This design comes from an exercise in tuning for small area and a short achievable clock period on the open sky130 flow, not from production work. In this exercise RTL edits were held to simulation tests only and were not proved equivalent to the original. The flow treats the clock pin as an ideal source, which a real chip does not have. Power and IR drop assume default switching activity.

Setup of harbor:
==> flow/design.v (excerpt) <==
module memory_unit(
    input CLK, RESET,  
    input [3:0] ADDR,  
    input [7:0] DATA_IN,  
    input READ, WRITE,  
    input [7:0] SEARCH_KEY,  
    output reg [7:0] DATA_OUT,  
    output reg [7:0] SEARCH_RESULT  
);
For scale: roughly 210 flip-flops, roughly 40 I/O pins, about 9000 um^2 of cells after synthesis.
export LEC_CHECK = 0
export CAP_MARGIN = 20
export CORE_MARGIN = 2
export CORE_UTILIZATION = 40
export SETUP_SLACK_MARGIN = 2.2
export SLEW_MARGIN = 20
create_clock -name core_clock -period 4.0 [get_ports {CLK}]
standard.sh (not shown) runs the stock make flow with config.mk's settings and CLKGATE_MAP_FILE= SYNTH_SCRIPT=/design/flow/synth_recipe.tcl, a recipe that flattens the netlist after the stock synthesis.
==> flow/flow/run.sh <==
#!/bin/bash
# Own layout flow: the standard synthesis, then the standard ORFS steps with
# extra make variables (flow/make_args.txt, one NAME=VALUE per line; @FLOW@ is
# replaced by this folder's absolute path, for hook scripts).
set -uo pipefail
here=$(cd "$(dirname "$0")" && pwd)
mapfile -t args < <(grep -v '^\s*#' "$here/make_args.txt" | grep -v '^\s*$' | sed "s#@FLOW@#$here#g")
printf '%s\n' "${args[@]}" > make_args_used.log
bash standard.sh synth > synth.log 2>&1 || exit 1
bash standard.sh "${args[@]}" finish > layout.log 2>&1
==> flow/flow/make_args.txt <==
MATCH_CELL_FOOTPRINT=0
BUFFER_PORTS_ARGS=-buffer_cell sky130_fd_sc_hd__buf_2
CTS_ARGS=-sink_clustering_enable -repair_clock_nets -dont_use_dummy_load -buf_list sky130_fd_sc_hd__clkbuf_8 -sink_clustering_size 16 -sink_clustering_max_diameter 50
PRE_CTS_TCL=@FLOW@/pre_cts.tcl
RECOVER_POWER=100
==> flow/flow/pre_cts.tcl <==
# Upsize the output registers and the output port buffers: the paths from the
# output registers to the ports are the slowest in the design.
set block [ord::get_db_block]
set master_ff [[ord::get_db] findMaster sky130_fd_sc_hd__dfrtp_4]
set master_buf [[ord::get_db] findMaster sky130_fd_sc_hd__buf_4]
foreach inst [$block getInsts] {
  if {[[$inst getMaster] getName] eq "sky130_fd_sc_hd__dfrtp_1"} {
    $inst swapMaster $master_ff
  }
}
foreach bterm [$block getBTerms] {
  if {[$bterm getIoType] ne "OUTPUT"} { continue }
  foreach iterm [[$bterm getNet] getITerms] {
    if {[$iterm isOutputSignal]} { [$iterm getInst] swapMaster $master_buf }
  }
}
[inputs] tundra vs harbor
==> flow/flow/run.sh <==
#!/bin/bash
# Own layout flow: the standard synthesis, then the standard ORFS steps with
# extra make variables (flow/make_args.txt, one NAME=VALUE per line).
set -uo pipefail
here=$(cd "$(dirname "$0")" && pwd)
mapfile -t args < <(grep -v '^\s*#' "$here/make_args.txt" | grep -v '^\s*$')
printf '%s\n' "${args[@]}" > make_args_used.log
bash standard.sh synth > synth.log 2>&1 || exit 1
bash standard.sh "${args[@]}" finish > layout.log 2>&1
==> flow/flow/make_args.txt <==
MATCH_CELL_FOOTPRINT=0
BUFFER_PORTS_ARGS=-buffer_cell sky130_fd_sc_hd__buf_2
CTS_ARGS=-sink_clustering_enable -repair_clock_nets -dont_use_dummy_load
removed: flow/flow/pre_cts.tcl
==> comparison <==
tundra vs. harbor: placed wire-length estimate after detailed placement closely matched the old numbers, number of inserted diodes closely matched the old numbers, proportion of layout cells with a drive suffix above 1 increased by 13 points relative to the old numbers.
Delta (tundra minus harbor): clock slew at the register clock pins of the worst setup and hold paths roughly the same, final cell count without fillers lower, clock buffer count in the final layout roughly the same.
In tundra, met1 capacity usage during global routing is higher than in harbor.
Against harbor, maximum frequency in tundra came out better.
Re headroom to the max-slew limit: harbor was lower than tundra.
Looking at harbor and tundra, the routed wire length is a wash.
Edits applied to the flow inputs when going from tundra to cedar:
==> flow/run.sh (new file) <==
#!/bin/bash
# synth_recipe.tcl (not shown) runs the flow's synth.tcl, then flattens the netlist and writes it again
# the make line also repeats each setting of config.mk as NAME=value (left out here)
make -C /OpenROAD-flow-scripts/flow DESIGN_CONFIG=/design/flow/config.mk WORK_HOME=/design/flow/orfs CLKGATE_MAP_FILE= SYNTH_SCRIPT=/design/flow/synth_recipe.tcl finish
diff --git a/flow/config.mk b/flow/config.mk
--- a/flow/config.mk
+++ b/flow/config.mk
@@ -11 +10,0 @@
-export SETUP_SLACK_MARGIN = 2.2
removed: flow/flow/run.sh
removed: flow/flow/make_args.txt
removed: flow/standard.sh
### Flow results
Changes observed in cedar relative to tundra: cell-internal power picked up an extra about 7%; total met2 wirelength after detailed routing lost about 18%; vias after detailed routing lost about 7%. NOTE: worst reg-to-reg setup slack in cedar falls short of that of tundra. tundra has lower part of the cycle the worst path needs than cedar. Summary — final cell count, cedar relative to tundra: lower, by about 2%. The last weighted congestion value of the routability-driven placer of cedar exceeds that of tundra by 1.3%.
> inputs changed (cedar -> ember)
==> flow/flow/run.sh (new file) <==
#!/bin/bash
# Own layout flow: the standard synthesis, then the standard ORFS steps with
# extra make variables (flow/make_args.txt, one NAME=VALUE per line; @FLOW@ is
# replaced by this folder's absolute path, for hook scripts).
set -uo pipefail
here=$(cd "$(dirname "$0")" && pwd)
mapfile -t args < <(grep -v '^\s*#' "$here/make_args.txt" | grep -v '^\s*$' | sed "s#@FLOW@#$here#g")
printf '%s\n' "${args[@]}" > make_args_used.log
bash standard.sh synth > synth.log 2>&1 || exit 1
bash standard.sh "${args[@]}" finish > layout.log 2>&1
==> flow/flow/make_args.txt (new file) <==
MATCH_CELL_FOOTPRINT=0
BUFFER_PORTS_ARGS=-buffer_cell sky130_fd_sc_hd__buf_2
CTS_ARGS=-sink_clustering_enable -repair_clock_nets -dont_use_dummy_load -buf_list sky130_fd_sc_hd__clkbuf_8 -sink_clustering_size 16 -sink_clustering_max_diameter 50
PRE_CTS_TCL=@FLOW@/pre_cts.tcl
==> flow/flow/pre_cts.tcl (new file) <==
# Upsize the output registers and the output port buffers: the paths from the
# output registers to the ports are the slowest in the design.
foreach inst [get_cells -filter "ref_name == sky130_fd_sc_hd__dfrtp_1"] {
  replace_cell $inst sky130_fd_sc_hd__dfrtp_4
}
foreach port [get_ports {DATA_OUT* SEARCH_RESULT*}] {
  foreach pin [get_pins -of_objects [get_nets -of_objects $port] -filter "direction == output"] {
    replace_cell [get_cells -of_objects $pin] sky130_fd_sc_hd__buf_4
  }
}
==> flow/standard.sh (new file) <==
#!/bin/bash
# synth_recipe.tcl (not shown) runs the flow's synth.tcl, then flattens the netlist and writes it again
# the make line also repeats each setting of config.mk as NAME=value (left out here)
make -C /OpenROAD-flow-scripts/flow DESIGN_CONFIG=/design/flow/config.mk WORK_HOME=/design/flow/orfs CLKGATE_MAP_FILE= SYNTH_SCRIPT=/design/flow/synth_recipe.tcl "${@:-finish}"
diff --git a/flow/config.mk b/flow/config.mk
--- a/flow/config.mk
+++ b/flow/config.mk
@@ -10,0 +11 @@
+export SETUP_SLACK_MARGIN = 2.2
removed: flow/run.sh
==> run notes <==
cedar → ember: number of nets produced by synthesis held steady, starting density of the core barely changed. ember against cedar: cell row count was more or less identical; post-synthesis simple-gate area fraction held steady. ember: it failed during clock tree synthesis (4_1_cts), and the tool reported STA-0100. Re netlist area before placement: no difference whatsoever between cedar and ember. Comparing ember against cedar, there is no change at all in chip width. Looking at cedar and ember, the post-detailed-placement half-perimeter wirelength is a wash. Relative to cedar, the cell area after placement of ember is lower by 2.2%. Reported for cedar and ember, number of primary I/O pins turned out identical to the last digit. ember vs cedar: cell count after placement down by a few percent. Minimum setup slack after placement | ember above cedar.

[static timing again, ports no longer ideal]
Ports are ideal in the flow. The routed layouts listed here were re-timed in OpenROAD. Step 1 sets driving cells, clkbuf_16 on the clock port and buf_2 on the other inputs (assumed; they add their load-dependent delay and slew). Step 2 adds t to the input delays and takes it off the output delays; t is the mean of the earliest and latest rising clock arrival at the registers after step 1. Input paths then give back, and output paths get back, about the clock's delay inside the block. Slacks: no drivers / after step 1 / after step 2; pairs: no drivers / after step 1.
run	t (ns)	setup WS [ns]	clock arrival spread, ns
harbor	0.569	1.118 / 1.056 / 0.487	0.075 / 0.074
tundra	0.536	2.091 / 1.885 / 1.349	0.028 / 0.028
cedar	0.546	0.889 / 0.911 / 0.365	0.014 / 0.014
After both steps every run listed still meets setup and hold. The setup slack of tundra, which loses most, moves by -0.206 ns with the drivers and by -0.742 ns with both steps.
